What follows belongs to an exercise in optimizing a design on an open flow for small area and a short achievable clock period; a production flow would make more cautious choices.
The RTL of this run was laid out without a check of its function.
Power is estimated from default activity; no workload was simulated.

File: design/flow/design.v
module ALU(Aq, Bq, Cq, Sq, imm, shift, asel, bsel, ALUop, loadc, loads, Cn, Sn);
  input  [15:0] Aq, Bq, Cq;
  input  [4:0]  imm;
  input  [1:0]  shift, ALUop;
  input         Sq, asel, bsel, loadc, loads;
  output [15:0] Cn;
  output        Sn;
  wire [3:0] s0, sl, sr, asb, subb, nokill, kz;   
  wire s15;
  bdec15 ud15 (.bsel(bsel), .sh(shift), .s15(s15));
  wire op0b, op1b, ldcb;
  gm_buf ub0 (.a(ALUop[0]), .y(op0b));
  gm_buf ub1 (.a(ALUop[1]), .y(op1b));
  gm_buf ubc (.a(loadc), .y(ldcb));
  wire [1:0] opb = {op1b, op0b};
  genvar i;
  generate
    for (i = 0; i < 4; i = i + 1) begin : dec
      bdec ud (.bsel(bsel), .sh(shift), .s0(s0[i]), .sl(sl[i]), .sr(sr[i]));
      gm_buf uas (.a(asel), .y(asb[i]));
      gm_buf usb (.a(ALUop[0]), .y(subb[i]));
      gm_andn unk (.an(ALUop[1]), .b(loadc), .y(nokill[i]));
      gm_or2 ukz (.a(ALUop[1]), .b(ALUop[0]), .y(kz[i]));
    end
  endgenerate
  wire [15:0] An  = ~Aq;
  wire [16:0] bx  = {1'b0, Bq, 1'b0};
  wire [15:0] Ain, Bin, Bz, By, ai, g, t, xn, nd, wn, rn, zb;
  generate
    for (i = 0; i < 16; i = i + 1) begin : b
      localparam integer D = i / 4;
      gm_nor2 uan (.a(An[i]), .b(asb[D]), .y(Ain[i]));
      gm_xor2 ua (.a(Ain[i]), .b(subb[D]), .y(ai[i]));
      if (i < 5) begin : lo
        wire n0, n1, n2, n3;
        gm_nand2 u0 (.a(s0[D]), .b(bx[i+1]), .y(n0));
        gm_nand2 u1 (.a(sl[D]), .b(bx[i]), .y(n1));
        gm_nand2 u2 (.a(sr[D]), .b(bx[i+2]), .y(n2));
        gm_nand2 u3 (.a(bsel), .b(imm[i]), .y(n3));
        gm_nand4 ub (.a(n0), .b(n1), .c(n2), .d(n3), .y(Bin[i]));
        gm_nand4 uz (.a(n0), .b(n1), .c(n2), .d(n3), .y(Bz[i]));
        gm_nand4 uy (.a(n0), .b(n1), .c(n2), .d(n3), .y(By[i]));
      end else if (i < 15) begin : mid
        wire n0, n1, n2;
        gm_nand2 u0 (.a(s0[D]), .b(bx[i+1]), .y(n0));
        gm_nand2 u1 (.a(sl[D]), .b(bx[i]), .y(n1));
        gm_nand2 u2 (.a(sr[D]), .b(bx[i+2]), .y(n2));
        gm_nand3 ub (.a(n0), .b(n1), .c(n2), .y(Bin[i]));
        gm_nand3 uz (.a(n0), .b(n1), .c(n2), .y(Bz[i]));
        gm_nand3 uy (.a(n0), .b(n1), .c(n2), .y(By[i]));
      end else begin : top
        wire n0, n1;
        gm_nand2 u0 (.a(s15), .b(bx[i+1]), .y(n0));
        gm_nand2 u1 (.a(sl[D]), .b(bx[i]), .y(n1));
        gm_nand2 ub (.a(n0), .b(n1), .y(Bin[i]));
        gm_nand2 uz (.a(n0), .b(n1), .y(Bz[i]));
        gm_nand2 uy (.a(n0), .b(n1), .y(By[i]));
      end
      gm_nand3 ug (.a(Bin[i]), .b(ai[i]), .c(nokill[D]), .y(g[i]));
      gm_nor2 ut (.a(Bin[i]), .b(ai[i]), .y(t[i]));
      gm_xnor2 ux (.a(Ain[i]), .b(Bz[i]), .y(xn[i]));
      gm_nand2 un (.a(Ain[i]), .b(By[i]), .y(nd[i]));
      if (i == 0) begin : z0
        gm_inv uz (.a(xn[0]), .y(wn[0]));
      end else begin : zi
        zx uz (.q(xn[i]), .tn(t[i-1]), .kn(kz[D]), .y(wn[i]));
      end
      gm_mux2i ur (.s(op0b), .a0(nd[i]), .a1(Bz[i]), .y(rn[i]));
      gm_mux2i uq (.s(op1b), .a0(wn[i]), .a1(rn[i]), .y(zb[i]));
    end
  endgenerate
  wire [15:0] y   = op1b ? (op0b ? ~By : ~nd) : ~xn;
  wire [15:0] yc  = ldcb ? y : Cq;
  wire        sq  = ~(~loads & Sq);
  wire g1_1;
  wire g1_2;
  wire t1_2;
  wire g1_3;
  wire t1_3;
  wire g1_4;
  wire t1_4;
  wire g1_5;
  wire t1_5;
  wire g1_6;
  wire t1_6;
  wire g1_7;
  wire t1_7;
  wire g1_8;
  wire t1_8;
  wire g1_9;
  wire t1_9;
  wire g1_10;
  wire t1_10;
  wire g1_11;
  wire t1_11;
  wire g1_12;
  wire t1_12;
  wire g1_13;
  wire t1_13;
  wire g1_14;
  wire t1_14;
  wire g_0_n;
  wire g2_2;
  wire g2_3;
  wire g2_4;
  wire t2_4;
  wire g2_5;
  wire t2_5;
  wire g2_6;
  wire t2_6;
  wire g2_7;
  wire t2_7;
  wire g2_8;
  wire t2_8;
  wire g2_9;
  wire t2_9;
  wire g2_10;
  wire t2_10;
  wire g2_11;
  wire t2_11;
  wire g2_12;
  wire t2_12;
  wire g2_13;
  wire t2_13;
  wire g2_14;
  wire t2_14;
  wire g3_4;
  wire g1_1_n;
  wire g3_5;
  wire g3_6;
  wire g3_7;
  wire g3_8;
  wire t3_8;
  wire g3_9;
  wire t3_9;
  wire g3_10;
  wire t3_10;
  wire g3_11;
  wire t3_11;
  wire g3_12;
  wire t3_12;
  wire g3_13;
  wire t3_13;
  wire g3_14;
  wire t3_14;
  wire g4_8;
  wire g4_9;
  wire g2_2_n;
  wire g4_10;
  wire g2_3_n;
  wire g4_11;
  wire g4_12;
  wire g4_13;
  wire g4_14;
  g_oai u1 (.gh(g[1]), .th(t[1]), .gl(g[0]), .go(g1_1));
  pg_oai u2 (.gh(g[2]), .th(t[2]), .gl(g[1]), .tl(t[1]), .go(g1_2), .to(t1_2));
  pg_oai u3 (.gh(g[3]), .th(t[3]), .gl(g[2]), .tl(t[2]), .go(g1_3), .to(t1_3));
  pg_oai u4 (.gh(g[4]), .th(t[4]), .gl(g[3]), .tl(t[3]), .go(g1_4), .to(t1_4));
  pg_oai u5 (.gh(g[5]), .th(t[5]), .gl(g[4]), .tl(t[4]), .go(g1_5), .to(t1_5));
  pg_oai u6 (.gh(g[6]), .th(t[6]), .gl(g[5]), .tl(t[5]), .go(g1_6), .to(t1_6));
  pg_oai u7 (.gh(g[7]), .th(t[7]), .gl(g[6]), .tl(t[6]), .go(g1_7), .to(t1_7));
  pg_oai u8 (.gh(g[8]), .th(t[8]), .gl(g[7]), .tl(t[7]), .go(g1_8), .to(t1_8));
  pg_oai u9 (.gh(g[9]), .th(t[9]), .gl(g[8]), .tl(t[8]), .go(g1_9), .to(t1_9));
  pg_oai u10 (.gh(g[10]), .th(t[10]), .gl(g[9]), .tl(t[9]), .go(g1_10), .to(t1_10));
  pg_oai u11 (.gh(g[11]), .th(t[11]), .gl(g[10]), .tl(t[10]), .go(g1_11), .to(t1_11));
  pg_oai u12 (.gh(g[12]), .th(t[12]), .gl(g[11]), .tl(t[11]), .go(g1_12), .to(t1_12));
  pg_oai u13 (.gh(g[13]), .th(t[13]), .gl(g[12]), .tl(t[12]), .go(g1_13), .to(t1_13));
  pg_oai u14 (.gh(g[14]), .th(t[14]), .gl(g[13]), .tl(t[13]), .go(g1_14), .to(t1_14));
  pfx_inv u15 (.a(g[0]), .y(g_0_n));
  g_aoi u16 (.gh(g1_2), .th(t1_2), .gl(g_0_n), .go(g2_2));
  g_aoi u17 (.gh(g1_3), .th(t1_3), .gl(g1_1), .go(g2_3));
  pg_aoi u18 (.gh(g1_4), .th(t1_4), .gl(g1_2), .tl(t1_2), .go(g2_4), .to(t2_4));
  pg_aoi u19 (.gh(g1_5), .th(t1_5), .gl(g1_3), .tl(t1_3), .go(g2_5), .to(t2_5));
  pg_aoi u20 (.gh(g1_6), .th(t1_6), .gl(g1_4), .tl(t1_4), .go(g2_6), .to(t2_6));
  pg_aoi u21 (.gh(g1_7), .th(t1_7), .gl(g1_5), .tl(t1_5), .go(g2_7), .to(t2_7));
  pg_aoi u22 (.gh(g1_8), .th(t1_8), .gl(g1_6), .tl(t1_6), .go(g2_8), .to(t2_8));
  pg_aoi u23 (.gh(g1_9), .th(t1_9), .gl(g1_7), .tl(t1_7), .go(g2_9), .to(t2_9));
  pg_aoi u24 (.gh(g1_10), .th(t1_10), .gl(g1_8), .tl(t1_8), .go(g2_10), .to(t2_10));
  pg_aoi u25 (.gh(g1_11), .th(t1_11), .gl(g1_9), .tl(t1_9), .go(g2_11), .to(t2_11));
  pg_aoi u26 (.gh(g1_12), .th(t1_12), .gl(g1_10), .tl(t1_10), .go(g2_12), .to(t2_12));
  pg_aoi u27 (.gh(g1_13), .th(t1_13), .gl(g1_11), .tl(t1_11), .go(g2_13), .to(t2_13));
  pg_aoi u28 (.gh(g1_14), .th(t1_14), .gl(g1_12), .tl(t1_12), .go(g2_14), .to(t2_14));
  g_oai u29 (.gh(g2_4), .th(t2_4), .gl(g[0]), .go(g3_4));
  pfx_inv u30 (.a(g1_1), .y(g1_1_n));
  g_oai u31 (.gh(g2_5), .th(t2_5), .gl(g1_1_n), .go(g3_5));
  g_oai u32 (.gh(g2_6), .th(t2_6), .gl(g2_2), .go(g3_6));
  g_oai u33 (.gh(g2_7), .th(t2_7), .gl(g2_3), .go(g3_7));
  pg_oai u34 (.gh(g2_8), .th(t2_8), .gl(g2_4), .tl(t2_4), .go(g3_8), .to(t3_8));
  pg_oai u35 (.gh(g2_9), .th(t2_9), .gl(g2_5), .tl(t2_5), .go(g3_9), .to(t3_9));
  pg_oai u36 (.gh(g2_10), .th(t2_10), .gl(g2_6), .tl(t2_6), .go(g3_10), .to(t3_10));
  pg_oai u37 (.gh(g2_11), .th(t2_11), .gl(g2_7), .tl(t2_7), .go(g3_11), .to(t3_11));
  pg_oai u38 (.gh(g2_12), .th(t2_12), .gl(g2_8), .tl(t2_8), .go(g3_12), .to(t3_12));
  pg_oai u39 (.gh(g2_13), .th(t2_13), .gl(g2_9), .tl(t2_9), .go(g3_13), .to(t3_13));
  pg_oai u40 (.gh(g2_14), .th(t2_14), .gl(g2_10), .tl(t2_10), .go(g3_14), .to(t3_14));
  g_aoi u41 (.gh(g3_8), .th(t3_8), .gl(g_0_n), .go(g4_8));
  g_aoi u42 (.gh(g3_9), .th(t3_9), .gl(g1_1), .go(g4_9));
  pfx_inv u43 (.a(g2_2), .y(g2_2_n));
  g_aoi u44 (.gh(g3_10), .th(t3_10), .gl(g2_2_n), .go(g4_10));
  pfx_inv u45 (.a(g2_3), .y(g2_3_n));
  g_aoi u46 (.gh(g3_11), .th(t3_11), .gl(g2_3_n), .go(g4_11));
  g_aoi u47 (.gh(g3_12), .th(t3_12), .gl(g3_4), .go(g4_12));
  g_aoi u48 (.gh(g3_13), .th(t3_13), .gl(g3_5), .go(g4_13));
  g_aoi u49 (.gh(g3_14), .th(t3_14), .gl(g3_6), .go(g4_14));
  assign Cn[0] = yc[0];
  cxnor cx1 (.c(g[0]), .y(yc[1]), .o(Cn[1]));
  cxor cx2 (.c(g1_1), .y(yc[2]), .o(Cn[2]));
  cxnor cx3 (.c(g2_2), .y(yc[3]), .o(Cn[3]));
  cxnor cx4 (.c(g2_3), .y(yc[4]), .o(Cn[4]));
  cxor cx5 (.c(g3_4), .y(yc[5]), .o(Cn[5]));
  cxor cx6 (.c(g3_5), .y(yc[6]), .o(Cn[6]));
  cxor cx7 (.c(g3_6), .y(yc[7]), .o(Cn[7]));
  cxor cx8 (.c(g3_7), .y(yc[8]), .o(Cn[8]));
  cxnor cx9 (.c(g4_8), .y(yc[9]), .o(Cn[9]));
  cxnor cx10 (.c(g4_9), .y(yc[10]), .o(Cn[10]));
  cxnor cx11 (.c(g4_10), .y(yc[11]), .o(Cn[11]));
  cxnor cx12 (.c(g4_11), .y(yc[12]), .o(Cn[12]));
  cxnor cx13 (.c(g4_12), .y(yc[13]), .o(Cn[13]));
  cxnor cx14 (.c(g4_13), .y(yc[14]), .o(Cn[14]));
  cxnor cx15 (.c(g4_14), .y(yc[15]), .o(Cn[15]));
  wire [7:0] zn1;
  wire [3:0] z2;
  wire [1:0] zn3;
  z_nand zt1_0 (.a(zb[0]), .b(zb[1]), .y(zn1[0]));
  z_nand zt1_1 (.a(zb[2]), .b(zb[3]), .y(zn1[1]));
  z_nand zt1_2 (.a(zb[4]), .b(zb[5]), .y(zn1[2]));
  z_nand zt1_3 (.a(zb[6]), .b(zb[7]), .y(zn1[3]));
  z_nand zt1_4 (.a(zb[8]), .b(zb[9]), .y(zn1[4]));
  z_nand zt1_5 (.a(zb[10]), .b(zb[11]), .y(zn1[5]));
  z_nand zt1_6 (.a(zb[12]), .b(zb[13]), .y(zn1[6]));
  z_nand zt1_7 (.a(zb[14]), .b(zb[15]), .y(zn1[7]));
  z_nor zt2_0 (.a(zn1[0]), .b(zn1[1]), .y(z2[0]));
  z_nor zt2_1 (.a(zn1[2]), .b(zn1[3]), .y(z2[1]));
  z_nor zt2_2 (.a(zn1[4]), .b(zn1[5]), .y(z2[2]));
  z_nor zt2_3 (.a(zn1[6]), .b(zn1[7]), .y(z2[3]));
  z_nand zt3_0 (.a(z2[0]), .b(z2[1]), .y(zn3[0]));
  z_nand zt3_1 (.a(z2[2]), .b(z2[3]), .y(zn3[1]));
  z_fin zt4 (.a(zn3[0]), .b(zn3[1]), .ldn(~loads), .q(sq), .y(Sn));
endmodule
module pg_aoi(gh, th, gl, tl, go, to);
  input gh, th, gl, tl;
  output go, to;
  assign go = ~(gh | (th & gl));
  assign to = ~(th & tl);
endmodule
module g_aoi(gh, th, gl, go);
  input gh, th, gl;
  output go;
  assign go = ~(gh | (th & gl));
endmodule
module pg_oai(gh, th, gl, tl, go, to);
  input gh, th, gl, tl;
  output go, to;
  assign go = ~(gh & (th | gl));
  assign to = ~(th | tl);
endmodule
module g_oai(gh, th, gl, go);
  input gh, th, gl;
  output go;
  assign go = ~(gh & (th | gl));
endmodule
module pfx_inv(a, y);
  input a;
  output y;
  assign y = ~a;
endmodule
module gm_mux2i(s, a0, a1, y);
  input s, a0, a1;
  output y;
  assign y = ~(s ? a1 : a0);
endmodule
module zx(q, tn, kn, y);
  input q, tn, kn;
  output y;
  assign y = ~(q ^ ~(tn | kn));
endmodule
module bdec(bsel, sh, s0, sl, sr);
  input bsel;
  input [1:0] sh;
  output s0, sl, sr;
  assign s0 = ~bsel & ~sh[1] & ~sh[0];
  assign sl = ~bsel & ~sh[1] & sh[0];
  assign sr = ~bsel & sh[1];
endmodule
module bdec15(bsel, sh, s15);
  input bsel;
  input [1:0] sh;
  output s15;
  assign s15 = ~bsel & (sh[1] == sh[0]);
endmodule
module z_fin(a, b, ldn, q, y);
  input a, b, ldn, q;
  output y;
  assign y = ~((a | b | ldn) & q);
endmodule
module gm_andn(an, b, y);
  input an, b;
  output y;
  assign y = ~an & b;
endmodule
module gm_buf(a, y);
  input a;
  output y;
  assign y = a;
endmodule
module gm_nand4(a, b, c, d, y);
  input a, b, c, d;
  output y;
  assign y = ~(a & b & c & d);
endmodule
module gm_or2(a, b, y);
  input a, b;
  output y;
  assign y = a | b;
endmodule
module gm_nor2(a, b, y);
  input a, b;
  output y;
  assign y = ~(a | b);
endmodule
module gm_xor2(a, b, y);
  input a, b;
  output y;
  assign y = a ^ b;
endmodule
module gm_xnor2(a, b, y);
  input a, b;
  output y;
  assign y = ~(a ^ b);
endmodule
module gm_nand2(a, b, y);
  input a, b;
  output y;
  assign y = ~(a & b);
endmodule
module gm_nand3(a, b, c, y);
  input a, b, c;
  output y;
  assign y = ~(a & b & c);
endmodule
module gm_inv(a, y);
  input a;
  output y;
  assign y = ~a;
endmodule
module cxor(c, y, o);
  input c, y;
  output o;
  assign o = c ^ y;
endmodule
module cxnor(c, y, o);
  input c, y;
  output o;
  assign o = ~(c ^ y);
endmodule
module z_nand(a, b, y);
  input a, b;
  output y;
  assign y = ~(a & b);
endmodule
module z_nor(a, b, y);
  input a, b;
  output y;
  assign y = ~(a | b);
endmodule
module regfile(data_in, writenum, write, readnum, clk, data_out);
  input [15:0] data_in;
  input [2:0] writenum, readnum;
  input write, clk;
  output [15:0] data_out;
  reg [15:0] R [7:0];
  always_ff @(posedge clk)
    if (write)
      R[writenum] <= data_in;
  wire [7:0] rs;
  genvar k, b;
  generate
    for (k = 0; k < 8; k = k + 1) begin : dec
      assign rs[k] = (readnum == k);
    end
    for (b = 0; b < 16; b = b + 1) begin : rd
      rd8 m (.rs(rs), .r({R[7][b], R[6][b], R[5][b], R[4][b], R[3][b], R[2][b], R[1][b], R[0][b]}),
             .y(data_out[b]));
    end
  endgenerate
endmodule
module rd8(rs, r, y);
  input [7:0] rs, r;
  output y;
  assign y = |(rs & r);
endmodule
module datapath (clk, writenum, readnum, write, datapath_in, vsel, loada, loadb, loadc, shift, asel, bsel, ALUop, loads, Z_out, datapath_out);
  input write, clk, loada, loadb, loadc, asel, bsel, loads, vsel;
  input [1:0] ALUop, shift;
  input [2:0] writenum, readnum;
  input [15:0] datapath_in;
  output reg Z_out;
  output reg [15:0] datapath_out;
  reg  [15:0] aloaded, in;
  wire [15:0] data_in, data_out, cn;
  wire sn;
  assign data_in = vsel ? datapath_in : datapath_out;
  regfile REGFILE(data_in, writenum, write, readnum, clk, data_out);
  always_ff @(posedge clk) if (loada) aloaded <= data_out;
  always_ff @(posedge clk) if (loadb) in <= data_out;
  ALU alu(aloaded, in, datapath_out, Z_out, datapath_in[4:0], shift, asel, bsel, ALUop,
          loadc, loads, cn, sn);
  always_ff @(posedge clk) Z_out <= sn;
  always_ff @(posedge clk) datapath_out <= cn;
endmodule
File: design/flow/constraint.sdc
create_clock -name core_clock -period 5.5 [get_ports {clk}]
set_input_delay 1.1000 -clock core_clock [delete_from_list [all_inputs] [get_ports {clk}]]
set_output_delay 1.1000 -clock core_clock [all_outputs]
set_load 0.01 [all_outputs]
File: design/flow/flow/run.sh
#!/bin/bash
# The standard layout (standard.sh), with every input and output port
# buffered by a buf_2 cell instead of the buffer the resizer picks by default.
set -euo pipefail
bash standard.sh 'BUFFER_PORTS_ARGS=-buffer_cell sky130_fd_sc_hd__buf_2' finish > make.log 2>&1
File: design/flow/config.mk
export PLATFORM = sky130hd
export DESIGN_NAME = datapath
export DESIGN_NICKNAME = datapath
export VERILOG_FILES = /design/flow/design.v
export SDC_FILE = /design/flow/constraint.sdc
export NUM_CORES = 4
export LEC_CHECK = 0
export CAP_MARGIN = 20
export CORE_MARGIN = 2
export CORE_UTILIZATION = 60
export CTS_BUF_LIST = sky130_fd_sc_hd__clkbuf_4 sky130_fd_sc_hd__clkbuf_8
export SETUP_SLACK_MARGIN = 2.9
export SLEW_MARGIN = 20
export SYNTH_HIERARCHICAL = 1
export SYNTH_MINIMUM_KEEP_SIZE = 0
File: design/flow/standard.sh
#!/bin/bash
# synth_recipe.tcl (not shown) runs the flow's synth.tcl, then flattens the netlist and writes it again
# the make line also repeats each setting of config.mk as NAME=value (left out here)
make -C /OpenROAD-flow-scripts/flow DESIGN_CONFIG=/design/flow/config.mk WORK_HOME=/design/flow/orfs CLKGATE_MAP_FILE= SYNTH_SCRIPT=/design/flow/synth_recipe.tcl "${@:-finish}"
==> results.yml <==
floorplanning:
  die_h_um: 128
  die_w_um: 128
  pin_count: 52
  rows: 45
  initial_core_util: 0.614
  fp.coreArea_um2: 15100
  die_area_um2: 16500
logic_synthesis:
  synth_flop_cell: "edfxtp_1"
  synthDistinctLibCells: 39
  synth_edf_count: 160
  syn_inst: 783
  yosysSeqAreaShare: 0.554
  synth_area_um2: 9290
  syn_nets: 818
  ys_warn_count: 8
  synthArstFlopShare: 0
  avgSynthCellArea_um2: 11.9
  ys_seq_elements: 177
setup_path:
  critPathRequiredTime_ns: 5.90
  cp_common_cell: "nor2_2"
  crit_start: "asel"
  crit_path_max_incr_delay_ns: 0.30
  cp_slowest_cell: "nor2_2"
  worstPathMaxFanout: 16
  cp_cell_sequence: "clkbuf_4, nor2_2, xor2_1, nor2_2, nor2_2, xnor2_1, mux2i_1, nand2_1, nor2_2, nand2_1, o31ai_2"
  r2r_start: "in[12]"
  arrival_ns: 2.95
  criticalPathCategory: "input port to register"
  cp-end-kind: "register"
  startpoint_type: "input port"
global_route:
  met2_usage: 0.494
  grt_use_met1: 0.357
  antenna_found_initial: 0
  grt_max_degree: 38
  first_global_vias: 6379
  grt_pass1_wl_um: 34700
  busiest_layer: "met2"
  use_met3: 0.0395
  gr-total-overflow: 0
  groute.usage.overall: 0.285
cts:
  path_clk_slew_ns: 0.11
  cts_num_sinks: 177
  cts_tree: "yes"
  htree_levels: 4
  cts_buffer_depth: 2
  root_buffer: "clkbuf_8"
  cts_buffers: 17
  clk_latency_ns: 0.47
detailed_routing:
  via_per_inst: 6.21
  ant_nets: 0
  drc: 0
  drtIter0Drc: 517
  wl_um: 22600
  dr_total_vias: 6487
  first_pass_iters: 5
  wire_per_inst_um: 21.6
layout:
  most-common-layout-cells: "160 x edfxtp_1, 88 x nand2_1, 64 x a22oi_1"
  finalNetCount: 878
  final_common_cell: "edfxtp_1"
  area_growth_pct: 12.6
  antennaDiodeCount: 0
  drive_gt1_frac: 0.290
  final_cell_area_um2: 10500
placed_design:
  post_dp_cell_area_um2: 9690
  gp_congestion: 0.910
  port_buffers: 51
  hpwl_um: 15600
  dp_slack_ns: 1.90
outcome:
  status: "finished clean"
timing:
  clock_skew_ns: 0.0169
  setup_ws_ns: 2.96
  period_needed_ns: 2.54
  hold_viol: 0
  setup_viol: 0
  max-slew-margin-rel: 0.418
  setup_tns_ns: 0
  max_freq_mhz: 393
  worstMarginPinSlew_ns: 0.873
  drv_slew: 0
  hold-worst-slack_ns: 0.514
  finalCritPeriodShare: 0.462
  rsz0062_at_grt: "true"
power:
  ir_drop_v: 0.000189
  power_mw: 3.20
  leakage_nw: 3.95
  p_per_area_nw_per_um2: 306
worst_hold_path:
  min_from: "Z_out"
  min_path_type: "register to register"
run:
  drv_cap: 0
[per-layer routing]
| metal | part of all wire | vias to the layer above | routed length [um] |
|---|---|---|---|
| met5 | 0 | - | 0 |
| met4 | 0.035 | 0 | 780 |
| met3 | 0.047 | 57 | 1060 |
| met2 | 0.52 | 232 | 11700 |
| met1 | 0.40 | 3135 | 9030 |
| li1 | - | 3063 | - |
[what timing repair did]
item / 4_1_cts / 5_1_grt
setup buffers: 1 / 4
endpoints found under the hold margin: 0 / 0
setup endpoints to repair: 15 / 11
hold buffers: 0 / 0
cloned: 0 / 0
resized for setup: 26 / 62
pin swaps: 3 / 8
[synth_stat cells (20+ instances only)]
library cell / count / area share
a21oi_2: 20 / 0.019
a22oi_1: 64 / 0.052
edfxtp_1: 160 / 0.52
inv_1: 23 / 0.0093
mux2i_1: 48 / 0.052
nand2_1: 92 / 0.037
nand3_1: 45 / 0.024
nand4_1: 31 / 0.021
nor2_1: 56 / 0.023
nor3b_1: 23 / 0.019
o21ai_2: 20 / 0.019
xnor2_1: 41 / 0.039
xor2_1: 21 / 0.020
[Yosys stat by module, one instance, submodules excluded, a selection]
module | copies in the design | flops+latches | area [um2]
ALU | 1 | 0 | 681
bdec15 | 1 | 0 | 12.5
cxnor | 10 | 0 | 8.76
datapath | 1 | 49 | 1550
gm_andn | 4 | 0 | 13.8
gm_nand3 | 45 | 0 | 5.00
gm_or2 | 4 | 0 | 6.26
gm_xor2 | 15 | 0 | 8.76
pfx_inv | 4 | 0 | 3.75
pg_aoi | 11 | 0 | 12.5
z_fin | 1 | 0 | 12.5
z_nor | 4 | 0 | 3.75
[cell families (layout without fill, tap and decap cells)]
logic type | Yosys count | in the layout | synth area share
other | 1 | 1 | 0.000403
buffers and inverters | 46 | 119 | 0.0303
DFF | 177 | 177 | 0.554
muxes | 64 | 64 | 0.0751
AOI/OAI and AO/OA | 126 | 126 | 0.109
xor gates and xnor gates | 62 | 62 | 0.0584
and+or+nand+nor | 307 | 307 | 0.174
[report_power, final]
part           switching (mW)  internal (mW)  total (mW)
logic                   0.400          0.262       0.661
clock network           0.530          0.342       0.872
registers              0.0643           1.60        1.67
[cell type report]
| cell class | count | area, um2 |
|---|---|---|
| inverter | 23 | 86.3 |
| clock inverter | 15 | 166 |
| tap | 188 | 235 |
| clock buffer | 17 | 234 |
| sequential | 177 | 5140 |
| timing repair buffer | 64 | 399 |
| multi-input combinational | 560 | 4200 |
| fill | 1115 | 4680 |
[metrics by stage]
| step | utilization | instances |
|---|---|---|
| finish | 0.691 | 1044 |
| global route | 0.691 | 1044 |
| CTS | 0.672 | 1040 |
| detailed placement | 0.640 | 1007 |
| global placement | 0.640 | 1007 |
| floorplan | - | 783 |
[state kept, by name, indices dropped and copies added (netlist names)]
register      count
REGFILE.R       128
in               16
datapath_out     16
aloaded          16
Z_out             1
[worst paths after layout]
check	cells past startpoint	slack, ns	end
setup / recovery	11	2.96	Z_out
hold / removal	2	0.51	Z_out
setup reg to reg	10	3.54	Z_out
hold reg to reg	2	0.51	Z_out
[critical path, delay by kind of cell]
kind | cells | cell delay (ns)
mux | 1 | 0.17
xor+xnor | 2 | 0.27
simple gates | 6 | 0.91
buf+inv | 1 | 0.26
compound gates | 1 | 0.22

## separate check: timing with driven ports
The flow's constraints put no driver on any port. The routed layout listed below was extracted and timed again, unchanged, in two steps.
Step 1: set_driving_cell puts a clkbuf_16 on clk and a buf_2 on each other input, an assumption about the parent block.
Step 2, shift: input delay + t, output delay - t, t = (earliest + latest rising clock arrival at the registers) / 2. This alone moves slack from input paths to output paths.
a / b / c = ideal ports / drivers / drivers and shift; a / b = the first two.
t, ns: 0.504
slack for setup (ns): 2.957 / 2.964 / 2.460
worst setup path at the end: input to register
After both steps this run still meets setup and hold. The setup slack of this run moves by +0.007 ns with the drivers and by -0.497 ns with both steps.
